Background: an optimization exercise with open tools, aiming at small area. Do not read the settings as production practice. No functional check of the RTL was part of any run shown here. Power is estimated from default activity; no workload was simulated.

==> design/flow/design.v <==
module g_a211o_1(input A1, input A2, input B1, input C1, output X);
    assign X = (A1&A2) | (B1) | (C1);
endmodule
module g_a21o_1(input A1, input A2, input B1, output X);
    assign X = (A1&A2) | (B1);
endmodule
module g_a31oi_1(input A1, input A2, input A3, input B1, output Y);
    assign Y = (~A1&~B1) | (~A2&~B1) | (~A3&~B1);
endmodule
module g_a32o_1(input A1, input A2, input A3, input B1, input B2, output X);
    assign X = (A1&A2&A3) | (B1&B2);
endmodule
module g_a32oi_1(input A1, input A2, input A3, input B1, input B2, output Y);
    assign Y = (~A1&~B1) | (~A1&~B2) | (~A2&~B1) | (~A3&~B1) | (~A2&~B2) | (~A3&~B2);
endmodule
module g_and2_1(input A, input B, output X);
    assign X = (A&B);
endmodule
module g_and3_1(input A, input B, input C, output X);
    assign X = (A&B&C);
endmodule
module g_and3b_1(input A_N, input B, input C, output X);
    assign X = (~A_N&B&C);
endmodule
module g_and4_1(input A, input B, input C, input D, output X);
    assign X = (A&B&C&D);
endmodule
module g_and4b_1(input A_N, input B, input C, input D, output X);
    assign X = (~A_N&B&C&D);
endmodule
module g_clkinv_1(input A, output Y);
    assign Y = (~A);
endmodule
module g_nand2_1(input A, input B, output Y);
    assign Y = (~A) | (~B);
endmodule
module g_nand3_1(input A, input B, input C, output Y);
    assign Y = (~A) | (~B) | (~C);
endmodule
module g_nand4_1(input A, input B, input C, input D, output Y);
    assign Y = (~A) | (~B) | (~C) | (~D);
endmodule
module g_nor2_1(input A, input B, output Y);
    assign Y = (~A&~B);
endmodule
module g_o21a_1(input A1, input A2, input B1, output X);
    assign X = (A1&B1) | (A2&B1);
endmodule
module g_o21ai_0(input A1, input A2, input B1, output Y);
    assign Y = (~A1&~A2) | (~B1);
endmodule
module g_o22ai_1(input A1, input A2, input B1, input B2, output Y);
    assign Y = (~B1&~B2) | (~A1&~A2);
endmodule
module g_or3_1(input A, input B, input C, output X);
    assign X = (A) | (B) | (C);
endmodule
module DEC(ql, qh, reset, nc12, clr, wrap, rstn, hen, LCD_E, LCD_RS, SF_D);
    input [11:0] ql;
    input [8:0] qh;
    input reset;
    input nc12;
    output clr;
    output wrap;
    output rstn;
    output hen;
    output LCD_E;
    output LCD_RS;
    output [3:0] SF_D;
    wire _000_;
    wire _001_;
    wire _002_;
    wire _003_;
    wire _004_;
    wire _005_;
    wire _006_;
    wire _007_;
    wire _008_;
    wire _009_;
    wire _010_;
    wire _011_;
    wire _012_;
    wire _013_;
    wire _014_;
    wire _015_;
    wire _016_;
    wire _017_;
    wire _018_;
    wire _019_;
    wire _020_;
    wire _021_;
    wire _022_;
    wire _023_;
    wire _024_;
    wire _025_;
    wire _026_;
    wire _027_;
    wire _028_;
    wire _029_;
    wire _030_;
    wire _031_;
    wire _032_;
    wire _033_;
    wire _034_;
    wire _035_;
    wire _036_;
    wire _037_;
    wire _038_;
    wire _039_;
    wire _040_;
    wire _041_;
    wire _042_;
    wire _043_;
    wire _044_;
    wire _045_;
    wire _046_;
    wire _047_;
    wire _048_;
    wire _049_;
    wire _050_;
    wire _051_;
    wire _052_;
    wire _053_;
    wire _054_;
    wire _055_;
    wire _056_;
    wire _057_;
    wire _058_;
    wire _059_;
    wire _060_;
    wire _061_;
    wire _062_;
    wire _063_;
    wire _064_;
    wire _065_;
    wire _066_;
    wire _067_;
    wire _068_;
    wire _069_;
    wire _070_;
    wire _071_;
    wire _072_;
    wire _073_;
    wire _074_;
    wire _075_;
    wire _076_;
    wire _077_;
    wire _078_;
    wire _079_;
    wire _080_;
    wire _081_;
    wire _082_;
    wire _083_;
    wire _084_;
    wire _085_;
    wire _086_;
    wire _087_;
    wire _088_;
    wire _089_;
    wire _090_;
    wire _091_;
    wire _092_;
    wire _093_;
    wire _094_;
    wire _095_;
    wire _096_;
    wire _097_;
    wire _098_;
    wire _099_;
    wire _100_;
    wire _101_;
    wire _102_;
    wire _103_;
    wire _104_;
    wire _105_;
    wire _106_;
    wire _107_;
    wire _108_;
    wire _109_;
    wire _110_;
    wire _111_;
    wire _112_;
    wire _113_;
    wire _114_;
    wire _115_;
    wire _116_;
    wire _117_;
    wire _118_;
    wire _119_;
    wire _120_;
    wire _121_;
    wire _122_;
    wire _123_;
    wire _124_;
    wire _125_;
    wire _126_;
    wire _127_;
    wire _128_;
    wire _129_;
    wire _130_;
    wire _131_;
    wire _132_;
    wire _133_;
    wire _134_;
    g_clkinv_1 d_135_ (.A(qh[4]), .Y(_069_));
    g_clkinv_1 d_136_ (.A(qh[1]), .Y(_070_));
    g_nand3_1 d_137_ (.A(qh[2]), .B(_070_), .C(qh[0]), .Y(_071_));
    g_a31oi_1 d_138_ (.A1(qh[3]), .A2(_069_), .A3(_071_), .B1(qh[5]), .Y(_072_));
    g_clkinv_1 d_139_ (.A(qh[6]), .Y(_073_));
    g_nor2_1 d_140_ (.A(_073_), .B(qh[2]), .Y(_074_));
    g_clkinv_1 d_141_ (.A(qh[2]), .Y(_075_));
    g_nand2_1 d_142_ (.A(_075_), .B(qh[1]), .Y(_076_));
    g_nor2_1 d_143_ (.A(qh[3]), .B(_076_), .Y(_077_));
    g_clkinv_1 d_144_ (.A(qh[3]), .Y(_078_));
    g_nor2_1 d_145_ (.A(qh[6]), .B(_070_), .Y(_079_));
    g_nor2_1 d_146_ (.A(_078_), .B(_079_), .Y(_080_));
    g_nor2_1 d_147_ (.A(_077_), .B(_080_), .Y(_081_));
    g_nor2_1 d_148_ (.A(qh[7]), .B(_073_), .Y(_082_));
    g_nand2_1 d_149_ (.A(qh[4]), .B(_082_), .Y(_083_));
    g_nor2_1 d_150_ (.A(qh[5]), .B(_083_), .Y(_084_));
    g_nand2_1 d_151_ (.A(_081_), .B(_084_), .Y(_085_));
    g_nor2_1 d_152_ (.A(qh[2]), .B(qh[0]), .Y(_086_));
    g_clkinv_1 d_153_ (.A(_086_), .Y(_087_));
    g_nand2_1 d_154_ (.A(_071_), .B(_087_), .Y(_088_));
    g_clkinv_1 d_155_ (.A(qh[8]), .Y(_089_));
    g_o21ai_0 d_156_ (.A1(_085_), .A2(_088_), .B1(_089_), .Y(_090_));
    g_o21ai_0 d_157_ (.A1(_072_), .A2(_074_), .B1(_090_), .Y(_091_));
    g_clkinv_1 d_158_ (.A(ql[6]), .Y(_092_));
    g_nand2_1 d_159_ (.A(ql[1]), .B(ql[0]), .Y(_093_));
    g_clkinv_1 d_160_ (.A(ql[4]), .Y(_094_));
    g_nor2_1 d_161_ (.A(_094_), .B(ql[5]), .Y(_095_));
    g_clkinv_1 d_162_ (.A(ql[2]), .Y(_096_));
    g_nor2_1 d_163_ (.A(_096_), .B(ql[3]), .Y(_097_));
    g_nand3_1 d_164_ (.A(_093_), .B(_095_), .C(_097_), .Y(_098_));
    g_nand2_1 d_165_ (.A(_092_), .B(_098_), .Y(_099_));
    g_clkinv_1 d_166_ (.A(ql[9]), .Y(_100_));
    g_and4b_1 d_167_ (.A_N(ql[7]), .B(ql[8]), .C(ql[10]), .D(_100_), .X(_101_));
    g_clkinv_1 d_168_ (.A(ql[11]), .Y(_102_));
    g_nand3_1 d_169_ (.A(_099_), .B(_101_), .C(_102_), .Y(_103_));
    g_and3_1 d_170_ (.A(ql[11]), .B(ql[5]), .C(_096_), .X(_104_));
    g_nand2_1 d_171_ (.A(ql[0]), .B(_104_), .Y(_105_));
    g_nand2_1 d_172_ (.A(_103_), .B(_105_), .Y(_106_));
    g_nor2_1 d_173_ (.A(_091_), .B(_106_), .Y(_107_));
    g_nor2_1 d_174_ (.A(qh[2]), .B(qh[4]), .Y(_108_));
    g_nand2_1 d_175_ (.A(qh[6]), .B(qh[1]), .Y(_109_));
    g_o21a_1 d_176_ (.A1(qh[6]), .A2(_108_), .B1(_109_), .X(_110_));
    g_nand2_1 d_177_ (.A(qh[2]), .B(_070_), .Y(_111_));
    g_nor2_1 d_178_ (.A(_078_), .B(_111_), .Y(_112_));
    g_nor2_1 d_179_ (.A(_110_), .B(_112_), .Y(_113_));
    g_clkinv_1 d_180_ (.A(qh[0]), .Y(_114_));
    g_nand2_1 d_181_ (.A(qh[2]), .B(_114_), .Y(_115_));
    g_nor2_1 d_182_ (.A(_089_), .B(_108_), .Y(_116_));
    g_nand3_1 d_183_ (.A(_115_), .B(_116_), .C(_081_), .Y(_117_));
    g_o21ai_0 d_184_ (.A1(qh[0]), .A2(_113_), .B1(_117_), .Y(_118_));
    g_nand2_1 d_185_ (.A(_107_), .B(_118_), .Y(_119_));
    g_nor2_1 d_186_ (.A(qh[0]), .B(_070_), .Y(_120_));
    g_or3_1 d_187_ (.A(_096_), .B(ql[3]), .C(ql[1]), .X(_121_));
    g_nand3_1 d_188_ (.A(ql[6]), .B(_095_), .C(_101_), .Y(_122_));
    g_nor2_1 d_189_ (.A(_121_), .B(_122_), .Y(_123_));
    g_and3_1 d_190_ (.A(_102_), .B(_120_), .C(_123_), .X(_124_));
    g_and3_1 d_191_ (.A(qh[3]), .B(_069_), .C(qh[5]), .X(_125_));
    g_o21ai_0 d_192_ (.A1(_075_), .A2(_124_), .B1(_125_), .Y(_126_));
    g_nand3_1 d_193_ (.A(_082_), .B(_126_), .C(_085_), .Y(_127_));
    g_nor2_1 d_194_ (.A(_091_), .B(_103_), .Y(_128_));
    g_nor2_1 d_195_ (.A(_069_), .B(_086_), .Y(_129_));
    g_nor2_1 d_196_ (.A(qh[0]), .B(qh[1]), .Y(_130_));
    g_nor2_1 d_197_ (.A(_114_), .B(_070_), .Y(_131_));
    g_nor2_1 d_198_ (.A(_130_), .B(_131_), .Y(_132_));
    g_nor2_1 d_199_ (.A(qh[3]), .B(_132_), .Y(_133_));
    g_nand3_1 d_200_ (.A(qh[8]), .B(_129_), .C(_133_), .Y(_134_));
    g_nand2_1 d_201_ (.A(qh[0]), .B(_108_), .Y(_000_));
    g_nor2_1 d_202_ (.A(qh[3]), .B(_069_), .Y(_001_));
    g_clkinv_1 d_203_ (.A(_001_), .Y(_002_));
    g_nand2_1 d_204_ (.A(_120_), .B(_002_), .Y(_003_));
    g_nand3_1 d_205_ (.A(_134_), .B(_000_), .C(_003_), .Y(_004_));
    g_a32oi_1 d_206_ (.A1(_086_), .A2(_123_), .A3(_084_), .B1(_128_), .B2(_004_), .Y(_005_));
    g_nand3_1 d_207_ (.A(_119_), .B(_127_), .C(_005_), .Y(SF_D[0]));
    g_nor2_1 d_208_ (.A(qh[3]), .B(_089_), .Y(_006_));
    g_or3_1 d_209_ (.A(_129_), .B(_131_), .C(_108_), .X(_007_));
    g_o21ai_0 d_210_ (.A1(_110_), .A2(_006_), .B1(_007_), .Y(_008_));
    g_nor2_1 d_211_ (.A(_078_), .B(qh[0]), .Y(_009_));
    g_nor2_1 d_212_ (.A(_112_), .B(_009_), .Y(_010_));
    g_clkinv_1 d_213_ (.A(_128_), .Y(_011_));
    g_nor2_1 d_214_ (.A(_070_), .B(_115_), .Y(_012_));
    g_nor2_1 d_215_ (.A(qh[4]), .B(_111_), .Y(_013_));
    g_o22ai_1 d_216_ (.A1(qh[0]), .A2(_002_), .B1(_114_), .B2(_001_), .Y(_014_));
    g_o21a_1 d_217_ (.A1(_012_), .A2(_013_), .B1(_014_), .X(_015_));
    g_nor2_1 d_218_ (.A(_078_), .B(_087_), .Y(_016_));
    g_nor2_1 d_219_ (.A(_015_), .B(_016_), .Y(_017_));
    g_nor2_1 d_220_ (.A(qh[6]), .B(_017_), .Y(_018_));
    g_clkinv_1 d_221_ (.A(_107_), .Y(_019_));
    g_o21ai_0 d_222_ (.A1(qh[6]), .A2(_001_), .B1(_130_), .Y(_020_));
    g_o22ai_1 d_223_ (.A1(_011_), .A2(_018_), .B1(_019_), .B2(_020_), .Y(_021_));
    g_a32o_1 d_224_ (.A1(_008_), .A2(_010_), .A3(_107_), .B1(qh[8]), .B2(_021_), .X(SF_D[2]));
    g_nand2_1 d_225_ (.A(qh[0]), .B(_112_), .Y(_022_));
    g_clkinv_1 d_226_ (.A(_013_), .Y(_023_));
    g_o21ai_0 d_227_ (.A1(_073_), .A2(_114_), .B1(_023_), .Y(_024_));
    g_nand3_1 d_228_ (.A(_078_), .B(_024_), .C(_107_), .Y(_025_));
    g_o21ai_0 d_229_ (.A1(_011_), .A2(_022_), .B1(_025_), .Y(SF_D[3]));
    g_o21ai_0 d_230_ (.A1(_104_), .A2(_022_), .B1(_072_), .Y(_026_));
    g_a31oi_1 d_231_ (.A1(_114_), .A2(_112_), .A3(_104_), .B1(_026_), .Y(_027_));
    g_nor2_1 d_232_ (.A(qh[6]), .B(_027_), .Y(_028_));
    g_nor2_1 d_233_ (.A(_089_), .B(_028_), .Y(LCD_RS));
    g_clkinv_1 d_234_ (.A(_022_), .Y(_029_));
    g_o21a_1 d_235_ (.A1(_133_), .A2(_029_), .B1(_084_), .X(_030_));
    g_a31oi_1 d_236_ (.A1(_082_), .A2(_125_), .A3(_012_), .B1(_030_), .Y(_031_));
    g_o21ai_0 d_237_ (.A1(_092_), .A2(_031_), .B1(_091_), .Y(_032_));
    g_nand2_1 d_238_ (.A(_094_), .B(_121_), .Y(_033_));
    g_and3b_1 d_239_ (.A_N(ql[5]), .B(_101_), .C(_033_), .X(_034_));
    g_nor2_1 d_240_ (.A(ql[1]), .B(ql[0]), .Y(_035_));
    g_nor2_1 d_241_ (.A(ql[2]), .B(_035_), .Y(_036_));
    g_nor2_1 d_242_ (.A(_094_), .B(_036_), .Y(_037_));
    g_o21ai_0 d_243_ (.A1(ql[2]), .A2(_093_), .B1(ql[3]), .Y(_038_));
    g_o21ai_0 d_244_ (.A1(_092_), .A2(ql[3]), .B1(_038_), .Y(_039_));
    g_nand3_1 d_245_ (.A(_102_), .B(_121_), .C(_039_), .Y(_040_));
    g_o21ai_0 d_246_ (.A1(ql[6]), .A2(_037_), .B1(_040_), .Y(_041_));
    g_and3_1 d_247_ (.A(_032_), .B(_034_), .C(_041_), .X(LCD_E));
    g_nor2_1 d_248_ (.A(ql[10]), .B(ql[6]), .Y(_042_));
    g_nor2_1 d_249_ (.A(ql[8]), .B(_100_), .Y(_043_));
    g_and4_1 d_250_ (.A(ql[5]), .B(ql[7]), .C(_042_), .D(_043_), .X(_044_));
    g_nand4_1 d_251_ (.A(ql[1]), .B(ql[0]), .C(_086_), .D(_044_), .Y(_045_));
    g_nand2_1 d_252_ (.A(ql[3]), .B(_042_), .Y(_046_));
    g_nand2_1 d_253_ (.A(qh[0]), .B(_046_), .Y(_047_));
    g_and3_1 d_254_ (.A(_114_), .B(_112_), .C(_092_), .X(_048_));
    g_a31oi_1 d_255_ (.A1(_077_), .A2(_043_), .A3(_047_), .B1(_048_), .Y(_049_));
    g_nand3_1 d_256_ (.A(_078_), .B(ql[1]), .C(ql[9]), .Y(_050_));
    g_o22ai_1 d_257_ (.A1(ql[4]), .A2(_049_), .B1(_071_), .B2(_050_), .Y(_051_));
    g_nand4_1 d_258_ (.A(_096_), .B(ql[7]), .C(_084_), .D(_051_), .Y(_052_));
    g_nand2_1 d_259_ (.A(_090_), .B(_104_), .Y(_053_));
    g_nand2_1 d_260_ (.A(_052_), .B(_053_), .Y(_054_));
    g_nand2_1 d_261_ (.A(ql[0]), .B(_054_), .Y(_055_));
    g_o21ai_0 d_262_ (.A1(_031_), .A2(_045_), .B1(_055_), .Y(wrap));
    g_clkinv_1 d_263_ (.A(wrap), .Y(_056_));
    g_a32oi_1 d_264_ (.A1(qh[2]), .A2(qh[8]), .A3(qh[6]), .B1(nc12), .B2(_056_), .Y(hen));
    g_clkinv_1 d_265_ (.A(reset), .Y(rstn));
    g_nand2_1 d_266_ (.A(rstn), .B(_056_), .Y(clr));
    g_clkinv_1 d_267_ (.A(_131_), .Y(_057_));
    g_nor2_1 d_268_ (.A(_031_), .B(_044_), .Y(_058_));
    g_a31oi_1 d_269_ (.A1(_057_), .A2(_014_), .A3(_107_), .B1(_058_), .Y(_059_));
    g_and3_1 d_270_ (.A(_057_), .B(_006_), .C(qh[2]), .X(_060_));
    g_nor2_1 d_271_ (.A(qh[4]), .B(_120_), .Y(_061_));
    g_a211o_1 d_272_ (.A1(_071_), .A2(_061_), .B1(_074_), .C1(_016_), .X(_062_));
    g_o21ai_0 d_273_ (.A1(_060_), .A2(_062_), .B1(_128_), .Y(_063_));
    g_nand3_1 d_274_ (.A(qh[2]), .B(qh[8]), .C(_131_), .Y(_064_));
    g_nor2_1 d_275_ (.A(_069_), .B(_064_), .Y(_065_));
    g_a31oi_1 d_276_ (.A1(_076_), .A2(_109_), .A3(_023_), .B1(qh[0]), .Y(_066_));
    g_o21ai_0 d_277_ (.A1(_065_), .A2(_066_), .B1(_107_), .Y(_067_));
    g_and3_1 d_278_ (.A(_127_), .B(_063_), .C(_067_), .X(_068_));
    g_o21ai_0 d_279_ (.A1(qh[2]), .A2(_059_), .B1(_068_), .Y(SF_D[1]));
endmodule
module LCD(
    input clock,
    input reset,
    output LCD_E,
    output LCD_RS,
    output LCD_RW,
    output [3:0] SF_D,
    output SF_CE0
    );
    assign SF_CE0 = 1'b1;
    assign LCD_RW = 1'b0;
    reg [11:0] lo;
    reg [9-1:0] hi;
    wire [11:0] lo_d;
    wire [9-1:0] hi_d;
    wire clr, wrap, rstn, hen;
    wire lnc2;
    wire lxn1;
    wire lc3;
    wire lt2;
    wire lnc4;
    wire lxn3;
    wire lc5;
    wire lnc6;
    wire lxn5;
    wire lc7;
    wire lt6;
    wire lnc8;
    wire lxn7;
    wire lc9;
    wire lnc10;
    wire lxn9;
    wire lc11;
    wire lt10;
    wire lnc12;
    wire lxn11;
    wire hnc1;
    wire hxn0;
    wire hc2;
    wire hnc3;
    wire hxn2;
    wire hc4;
    wire ht3;
    wire hnc5;
    wire hxn4;
    wire hc6;
    wire hnc7;
    wire hxn6;
    wire hc8;
    wire hnc9;
    wire hxn8;
    g_nor2_1 c1(.A(clr), .B(lo[0]), .Y(lo_d[0]));
    g_nand2_1 c2(.A(lo[1]), .B(lo[0]), .Y(lnc2));
    g_o21ai_0 c3(.A1(lo[1]), .A2(lo[0]), .B1(lnc2), .Y(lxn1));
    g_o21ai_0 c4(.A1(wrap), .A2(lxn1), .B1(rstn), .Y(lo_d[1]));
    g_nor2_1 c5(.A(lo[2]), .B(lnc2), .Y(lc3));
    g_a211o_1 c6(.A1(lo[2]), .A2(lnc2), .B1(lc3), .C1(wrap), .X(lt2));
    g_and2_1 c7(.A(lt2), .B(rstn), .X(lo_d[2]));
    g_nand2_1 c8(.A(lo[3]), .B(lc3), .Y(lnc4));
    g_o21ai_0 c9(.A1(lo[3]), .A2(lc3), .B1(lnc4), .Y(lxn3));
    g_o21ai_0 c10(.A1(wrap), .A2(lxn3), .B1(rstn), .Y(lo_d[3]));
    g_nor2_1 c11(.A(lo[4]), .B(lnc4), .Y(lc5));
    g_a211o_1 c12(.A1(lo[4]), .A2(lnc4), .B1(lc5), .C1(clr), .X(lo_d[4]));
    g_nand2_1 c13(.A(lo[5]), .B(lc5), .Y(lnc6));
    g_o21ai_0 c14(.A1(lo[5]), .A2(lc5), .B1(lnc6), .Y(lxn5));
    g_nor2_1 c15(.A(clr), .B(lxn5), .Y(lo_d[5]));
    g_nor2_1 c16(.A(lo[6]), .B(lnc6), .Y(lc7));
    g_a211o_1 c17(.A1(lo[6]), .A2(lnc6), .B1(lc7), .C1(wrap), .X(lt6));
    g_and2_1 c18(.A(lt6), .B(rstn), .X(lo_d[6]));
    g_nand2_1 c19(.A(lo[7]), .B(lc7), .Y(lnc8));
    g_o21ai_0 c20(.A1(lo[7]), .A2(lc7), .B1(lnc8), .Y(lxn7));
    g_nor2_1 c21(.A(clr), .B(lxn7), .Y(lo_d[7]));
    g_nor2_1 c22(.A(lo[8]), .B(lnc8), .Y(lc9));
    g_a211o_1 c23(.A1(lo[8]), .A2(lnc8), .B1(lc9), .C1(clr), .X(lo_d[8]));
    g_nand2_1 c24(.A(lo[9]), .B(lc9), .Y(lnc10));
    g_o21ai_0 c25(.A1(lo[9]), .A2(lc9), .B1(lnc10), .Y(lxn9));
    g_o21ai_0 c26(.A1(wrap), .A2(lxn9), .B1(rstn), .Y(lo_d[9]));
    g_nor2_1 c27(.A(lo[10]), .B(lnc10), .Y(lc11));
    g_a211o_1 c28(.A1(lo[10]), .A2(lnc10), .B1(lc11), .C1(wrap), .X(lt10));
    g_and2_1 c29(.A(lt10), .B(rstn), .X(lo_d[10]));
    g_nand2_1 c30(.A(lo[11]), .B(lc11), .Y(lnc12));
    g_o21ai_0 c31(.A1(lo[11]), .A2(lc11), .B1(lnc12), .Y(lxn11));
    g_o21ai_0 c32(.A1(wrap), .A2(lxn11), .B1(rstn), .Y(lo_d[11]));
    g_nand2_1 c33(.A(hi[0]), .B(hen), .Y(hnc1));
    g_o21ai_0 c34(.A1(hi[0]), .A2(hen), .B1(hnc1), .Y(hxn0));
    g_nor2_1 c35(.A(reset), .B(hxn0), .Y(hi_d[0]));
    g_nor2_1 c36(.A(hi[1]), .B(hnc1), .Y(hc2));
    g_a211o_1 c37(.A1(hi[1]), .A2(hnc1), .B1(hc2), .C1(reset), .X(hi_d[1]));
    g_nand2_1 c38(.A(hi[2]), .B(hc2), .Y(hnc3));
    g_o21ai_0 c39(.A1(hi[2]), .A2(hc2), .B1(hnc3), .Y(hxn2));
    g_nand2_1 c40(.A(rstn), .B(hxn2), .Y(hi_d[2]));
    g_nor2_1 c41(.A(hi[3]), .B(hnc3), .Y(hc4));
    g_a21o_1 c42(.A1(hi[3]), .A2(hnc3), .B1(hc4), .X(ht3));
    g_and2_1 c43(.A(ht3), .B(rstn), .X(hi_d[3]));
    g_nand2_1 c44(.A(hi[4]), .B(hc4), .Y(hnc5));
    g_o21ai_0 c45(.A1(hi[4]), .A2(hc4), .B1(hnc5), .Y(hxn4));
    g_nor2_1 c46(.A(reset), .B(hxn4), .Y(hi_d[4]));
    g_nor2_1 c47(.A(hi[5]), .B(hnc5), .Y(hc6));
    g_a211o_1 c48(.A1(hi[5]), .A2(hnc5), .B1(hc6), .C1(reset), .X(hi_d[5]));
    g_nand2_1 c49(.A(hi[6]), .B(hc6), .Y(hnc7));
    g_o21ai_0 c50(.A1(hi[6]), .A2(hc6), .B1(hnc7), .Y(hxn6));
    g_nor2_1 c51(.A(reset), .B(hxn6), .Y(hi_d[6]));
    g_nor2_1 c52(.A(hi[7]), .B(hnc7), .Y(hc8));
    g_a211o_1 c53(.A1(hi[7]), .A2(hnc7), .B1(hc8), .C1(reset), .X(hi_d[7]));
    g_nand2_1 c54(.A(hi[8]), .B(hc8), .Y(hnc9));
    g_o21ai_0 c55(.A1(hi[8]), .A2(hc8), .B1(hnc9), .Y(hxn8));
    g_nor2_1 c56(.A(reset), .B(hxn8), .Y(hi_d[8]));
    DEC dec(.ql(lo), .qh(hi), .reset(reset), .nc12(lnc12), .clr(clr), .wrap(wrap), .rstn(rstn), .hen(hen), .LCD_E(LCD_E), .LCD_RS(LCD_RS), .SF_D(SF_D));
    always @(posedge clock) begin
        lo <= lo_d;
        hi <= hi_d;
    end
endmodule
==> design/flow/run.sh <==
#!/bin/bash
# synth_recipe.tcl (not shown) runs the flow's synth.tcl, then flattens the netlist and writes it again
# the make line also repeats each setting of config.mk as NAME=value (left out here)
make -C /OpenROAD-flow-scripts/flow DESIGN_CONFIG=/design/flow/config.mk WORK_HOME=/design/flow/orfs CLKGATE_MAP_FILE= SYNTH_SCRIPT=/design/flow/synth_recipe.tcl finish
==> design/flow/config.mk <==
export PLATFORM = sky130hd
export DESIGN_NAME = LCD
export DESIGN_NICKNAME = LCD
export VERILOG_FILES = /design/flow/design.v
export SDC_FILE = /design/flow/constraint.sdc
export NUM_CORES = 4
export LEC_CHECK = 0
export CAP_MARGIN = 20
export CORE_MARGIN = 2
export CORE_UTILIZATION = 40
export SLEW_MARGIN = 20
export SYNTH_HIERARCHICAL = 1
==> design/flow/constraint.sdc <==
create_clock -name core_clock -period 20.0 [get_ports {clock}]
set_input_delay 4.0000 -clock core_clock [delete_from_list [all_inputs] [get_ports {clock}]]
set_output_delay 4.0000 -clock core_clock [all_outputs]
set_load 0.01 [all_outputs]
==> qor.yml, run 1 <==
status:
  status: "complete, no violations"
drt:
  antenna_left: 0
  vias: 1580
  drc: 0
  via_per_inst: 5.62
  wire_per_inst_um: 13.5
  routed_wl_mm: 3.80
  drt_iter0_drc: 188
  first_pass_iters: 4
finish:
  antenna_cells: 0
  syn_to_final_growth_pct: 9.88
  fin_area_sq_um: 1550
  layout-drive-gt1-share: 0.0128
  fin_util: 0.459
  fin_nets: 238
yosys:
  post_synth_num_cell_types: 22
  synth_seq_cells: 21
  yosys_warnings: 7
  synth_area_per_cell_sq_um: 6.22
  syn_area_sq_um: 1410
  ys_seq_area_frac: 0.299
  synth_cells: 226
  synth_nets: 228
setup_path:
  crit_cells: 12
  critical_path_required_ps: 16000
  crit_top_cell: "nor2_1"
  path_buf_inv: 3
  rr_endpoint: "hi[8]"
  r2r_cells: 20
  path_cells: "inv_1 -> nor2_1 -> nand2_1 -> nor2_1 -> nand2_1 -> o21ai_1 -> o21ai_1 -> nor2_1 -> inv_1 -> o22ai_1 -> a32o_1 -> clkdlybuf4s50_1"
  path_max_fanout: 10
  slowest_delay_ps: 560
  reg2reg_from: "hi[0]"
  endpoint_kind: "output pin"
  cpLargestDelayFamily: "simple AND/OR/NAND/NOR gates"
  r2r_slack_ps: 15870
  crit_type: "reg2out"
  cp-start-kind: "flip-flop"
  worstPathArrival_ps: 3170
  cp_slowest_cell: "dfxtp_1"
min_path:
  hp-class: "reg2reg"
  hold_start: "lo[8]"
  min_to: "lo[8]"
  hold_path_depth: 1
placed_design:
  place_congestion: 0.945
  placed_area_sq_um: 1520
  hpwlAfterDp_mm: 2.95
  portBuffers: 7
  dp_slack_ps: 13220
grt:
  grt_max_degree: 15
  grt_overflow_total: 0
  grt_usage: 0.199
  antenna_found_initial: 0
  grt_pass1_vias: 1430
  grt_pass1_wl_mm: 6.33
cts:
  cts_buffers: 3
  ctsHoldBuffers: 0
  ctsLongestPathBuffers: 2
  cts_setup_buffers: 0
  cts_resized: 0
  root_buffer: "clkbuf_4"
  clock_latency_ps: 300
  cts.sinks: 21
  clk_pin_slew_ps: 110
  cts.htree.levels: 1
  cts_tree: "done"
floorplanning:
  die_y_um: 63.3
  core-area_sq_um: 3360
  start_util: 0.418
  dieArea_sq_um: 4010
  rows: 21
  chipWidth_um: 63.3
  io_pins: 10
sta:
  period_needed_ps: 7170
  fmaxAchievable_ghz: 0.140
  slew_headroom: 0.617
  rsz0062_at_grt: "no"
  worst_slew_pin_slew_ps: 571
  period_share: 0.358
  setup_ws_ps: 12830
  tns_ps: 0
  worst_clock_skew_ps: 1.29
  setup_viol: 0
  finalMaxSlewViolations: 0
  hold_violations: 0
power_and_ir_drop:
  leakagePower_nw: 0.668
  power_density_nw_per_um2: 44.5
  irDropWorstVdd_v: 0.0000283
run:
  cap_viol_max_count: 0
==> per-layer routing <==
layer  track usage  up-vias  share of wire
met2         0.323       59           0.44
met1         0.255      702           0.46
met4         0.109        0          0.041
met3        0.0250       15          0.059
met5             0        -              0
li1              -      804              -
==> cell type report <==
type	instances	area [sq um]
multi-input cells	182	892
flip-flops and latches	21	420
clock buffers	4	26.3
inverters	21	78.8
well taps	46	57.6
repair buffers	7	70.1
fillers	390	1820
==> synthesized netlist by cell type <==
| cell | instances | area [sq um] |
|---|---|---|
| a32o_1 | 1 | 10.0 |
| and2_1 | 4 | 25.0 |
| a211o_1 | 9 | 78.8 |
| o21ai_1 | 32 | 160 |
| o21a_1 | 3 | 22.5 |
| and4b_1 | 1 | 10.0 |
| nand4_1 | 2 | 12.5 |
| o22ai_1 | 3 | 18.8 |
| and3_1 | 7 | 43.8 |
| inv_1 | 21 | 78.8 |
| a31oi_1 | 6 | 37.5 |
| and4_1 | 1 | 8.76 |
| a32oi_1 | 2 | 17.5 |
| dfxtp_1 | 21 | 420 |
| buf_4 | 2 | 15.0 |
| a21o_1 | 1 | 7.51 |
| conb_1 | 2 | 7.51 |
| and3b_1 | 1 | 8.76 |
| nand2_1 | 34 | 128 |
| nor2_1 | 58 | 218 |
| nand3_1 | 13 | 65.1 |
| or3_1 | 2 | 12.5 |
==> state kept, by name, indices dropped and copies added, names as in the netlist <==
signal,count
hi,9
lo,12
==> Yosys stat by module (local to each module, per instance), excerpt <==
module / copies in the design / flip-flops and latches
g_or3_1: 2 / 0
g_a31oi_1: 6 / 0
g_and4_1: 1 / 0
g_clkinv_1: 21 / 0
g_nand2_1: 34 / 0
g_a32o_1: 1 / 0
g_nor2_1: 58 / 0
==> worst register-to-register path: cells and delay by family, from the launching register on <==
family / cells / cell delay (ps)
compound gates: 5 / 1030
buf+inv: 2 / 370
simple gates: 13 / 1980
flops: 1 / 640
==> where the power goes <==
| part | internal, mW | leakage [nW] | switching [mW] |
|---|---|---|---|
| sequential | 0.0428 | 0.171 | 0.00159 |
| combinational | 0.00193 | 0.482 | 0.00280 |
| clock | 0.00777 | 0.0150 | 0.0119 |
| total | 0.0525 | 0.668 | 0.0163 |
==> stage by stage <==
stage | instances | power, mW | hold slack (ps)
global route | 281 | 0.0729 | 573
finish | 281 | 0.0688 | 537
floorplan | 226 | 0.0488 | 463
global placement | 277 | 0.0501 | 514
detailed placement | 277 | 0.0501 | 517
CTS | 281 | 0.0700 | 545
==> worst max-delay path by stage <==
stage,slack (ps),end,start
2_1_floorplan,14100,SF_D[1],hi[6]
5_1_grt,12510,SF_D[1],hi[6]
3_3_place_gp,13220,SF_D[1],hi[6]
4_1_cts,12860,SF_D[2],hi[6]
3_5_place_dp,13220,SF_D[1],hi[6]
6_report,12830,SF_D[2],hi[6]
==> placed cells by master, fill, tap and decap left out, drive strengths merged, types with 2 or more instances in the layout <==
master / instances
conb: 2
a32oi: 2
clkdlybuf4s50: 7
and2: 4
and3: 7
nand4: 2
o21ai: 32
nand2: 34
or3: 2
o21a: 3
dfxtp: 21
a31oi: 6
nand3: 13
clkbuf: 4
inv: 21
a211o: 9
o22ai: 3
nor2: 58
==> logic make-up (layout without fill, tap and decap cells) <==
logic type	Yosys count	count (layout)	share of synthesized area
compound gates	57	57	0.251
buf+inv	23	32	0.0667
other cells	2	2	0.00534
simple gates	123	123	0.378
flops	21	21	0.299
==> run 2: changes to the inputs <==
--- a/design/flow/config.mk
+++ b/design/flow/config.mk
@@ -9,4 +9,6 @@
 export CORE_MARGIN = 2
 export CORE_UTILIZATION = 40
+export CTS_BUF_LIST = sky130_fd_sc_hd__clkbuf_4
+export CTS_CLUSTER_SIZE = 30
 export SLEW_MARGIN = 20
 export SYNTH_HIERARCHICAL = 1
==> qor.yml, run 2 <==
sta:
  setup_viol: 0
  finalMaxSlewViolations: 0
  worst_clock_skew_ps: 1.75
  fmaxAchievable_ghz: 0.139
  rsz0062_at_grt: "no"
  period_share: 0.360
  period_needed_ps: 7190
  hold_violations: 0
  holdWs_ps: 538
  worst_slew_pin_slew_ps: 570
  slew_headroom: 0.617
  tns_ps: 0
setup_path:
  endpoint_kind: "output pin"
  r2r_cells: 20
  path_max_fanout: 10
  rr_endpoint: "hi[8]"
  worstPathArrival_ps: 3190
  r2r_slack_ps: 15900
  crit_type: "reg2out"
  critical_path_required_ps: 16000
  cp-start-kind: "flip-flop"
  reg2reg_from: "hi[0]"
finish:
  fin_nets: 238
  antenna_cells: 0
  layout-drive-gt1-share: 0.0170
  largest_register_ffs: 12
  final_common_cell: "nor2_1"
  largestRegisters: "lo (12), hi (9)"
  top_register: "lo"
  final_cell_mix: "nor2_1 (58), nand2_1 (34), o21ai_1 (32), inv_1 (21), dfxtp_1 (21)"
  stdcell_count: 281
  syn_to_final_growth_pct: 10.1
yosys:
  synth.most_common_cell: "nor2_1"
  synth_ff_type: "dfxtp_1"
  syn_area_sq_um: 1410
  synth_top_area_share: 0.299
  ys_seq_area_frac: 0.299
  synth_cells: 226
  synth_area_per_cell_sq_um: 6.22
  synth_nets: 228
  yosys_warnings: 7
  synthArstFlopShare: 0
  post_synth_num_cell_types: 22
  synthTopCellsByArea: "dfxtp_1 (30%), nor2_1 (15%), o21ai_1 (11%)"
  yosysTopAreaCell: "dfxtp_1"
  synth_enable_flop_cells: 0
  synth_seq_cells: 21
  synthTopCellsByCount: "nor2_1 (58), nand2_1 (34), o21ai_1 (32), dfxtp_1 (21), inv_1 (21)"
cts:
  clock_latency_ps: 300
  cts_setup_buffers: 0
  cts_buffers: 3
  cts_tree: "done"
  cts_resized: 0
  root_buffer: "clkbuf_4"
  clk_pin_slew_ps: 110
  cts.sinks: 21
  ctsHoldBuffers: 0
  cts.htree.levels: 1
  ctsLongestPathBuffers: 2
power_and_ir_drop:
  leakagePower_nw: 0.671
  pwr-share-seq: 0.633
  internal_power_mw: 0.0539
  power_density_nw_per_um2: 45.3
  pwr-share-clk: 0.300
  power.share.switching: 0.232
  p_comb_frac: 0.068
  switching_power_mw: 0.0163
  irDropWorstVdd_v: 0.0000259
drt:
  via_per_inst: 5.70
  drt_iter0_drc: 190
  vias: 1601
  first_pass_iters: 5
  routed_wl_mm: 3.83
  drc: 0
  wire_per_inst_um: 13.6
  antenna_left: 0
status:
  status: "complete, no violations"
floorplanning:
  start_util: 0.418
  chipWidth_um: 63.3
  rows: 21
  die_y_um: 63.3
  dieArea_sq_um: 4010
  io_pins: 10
  core-area_sq_um: 3360
placed_design:
  portBuffers: 7
  place_congestion: 0.945
  hpwlAfterDp_mm: 2.95
  dp.cells: 277
grt:
  grt_pass1_wl_mm: 6.31
  grt_usage: 0.198
  antenna_found_initial: 0
  grt_overflow_total: 0
  grt_max_degree: 15
  grt_pass1_vias: 1427
min_path:
  hold_path_depth: 1
  min_to: "lo[8]"
  hold_start: "lo[8]"
  hp-class: "reg2reg"
run:
  cap_viol_max_count: 0
-- run 2: worst max path at each step --
stage          cells after the start  endpoint  slack [ps]   from
5_1_grt                           12   SF_D[1]       12510  hi[6]
3_5_place_dp                      12   SF_D[1]       13220  hi[6]
3_3_place_gp                      12   SF_D[1]       13220  hi[6]
2_1_floorplan                     11   SF_D[1]       14100  hi[6]
6_report                          12   SF_D[2]       12810  hi[6]
4_1_cts                           12   SF_D[2]       12860  hi[6]
-- run 2: metrics by stage --
step / area (sq um) / total power [mW] / util / setup WS, ps
2_1_floorplan: 1410 / 0.0488 / - / 14100
3_3_place_gp: 1520 / 0.0501 / 0.452 / 13220
3_5_place_dp: 1520 / 0.0501 / 0.452 / 13220
4_1_cts: 1550 / 0.0714 / 0.461 / 12860
5_1_grt: 1550 / 0.0742 / 0.461 / 12510
6_report: 1550 / 0.0701 / 0.461 / 12810
-- run 2: critical path, cell delays in order, from the launching register on --
cell and delay, ps:
dfxtp_1 550, inv_1 130, nor2_1 220, nand2_1 80
nor2_1 290, nand2_1 120, o21ai_1 160, o21ai_1 130
nor2_1 300, inv_1 70, o22ai_1 160, a32o_1 150
clkdlybuf4s50_1 530
-- run 2: cell families (layout without fill, tap and decap cells) --
family | after synthesis | in the layout | synth area share
other | 2 | 2 | 0.00534
flip-flops | 21 | 21 | 0.299
AND/OR/NAND/NOR | 123 | 123 | 0.378
AO/OA/AOI/OAI | 57 | 57 | 0.251
buffers and inverters | 23 | 32 | 0.0667
-- run 2: per-module statistics from Yosys (local to each module, per instance), a selection --
module | area (sq um) | copies in the design
g_and4b_1 | 10.0 | 1
g_and3b_1 | 8.76 | 1
g_and4_1 | 8.76 | 1
g_a32oi_1 | 8.76 | 2
g_o21a_1 | 7.51 | 3
g_o22ai_1 | 6.26 | 3
g_and2_1 | 6.26 | 4
g_clkinv_1 | 3.75 | 21
-- run 2: metal layers --
metal  vias up  track usage  wire, um
li1        803            -         -
met1       712        0.255      1720
met2        71        0.322      1690
met3        15       0.0250       276
met4         0        0.109       148
met5         -            0         0
-- run 2: area by class of cell --
type	instances	area, sq um
clock buffer	4	30.0
fill	388	1810
inverter	21	78.8
multi-input combinational	182	892
sequential	21	420
tap	46	57.6
timing repair buffer	7	70.1
-- run 2: power groups by stage --
stage	logic, mW	registers, mW	clock network (mW)
global route	0.00562	0.0446	0.0239
global placement	0.00476	0.0453	0
CTS	0.00477	0.0444	0.0222
floorplan	0.00398	0.0448	0
detailed placement	0.00473	0.0454	0
finish	0.00474	0.0444	0.0210

==> static timing again, ports no longer ideal <==
No port has a modelled driver above. Below, the same layouts with a new extraction and two added sets of constraints. Step 1 assumes that a clkbuf_16 drives the clock port and a buf_2 every other input. Step 2 also shifts input and output timing later by t, the mid clock arrival at the registers, as if the neighbouring blocks saw the same clock. Slacks: ideal / step 1 / step 2; pairs: ideal / step 1.
run | t (ns) | setup WS [ns] | pins driven straight from the clock port
run 1 | 0.318 | 12.832 / 12.809 / 13.127 | 1
run 2 | 0.318 | 12.807 / 12.785 / 13.103 | 1
After both steps every run listed still meets setup and hold.
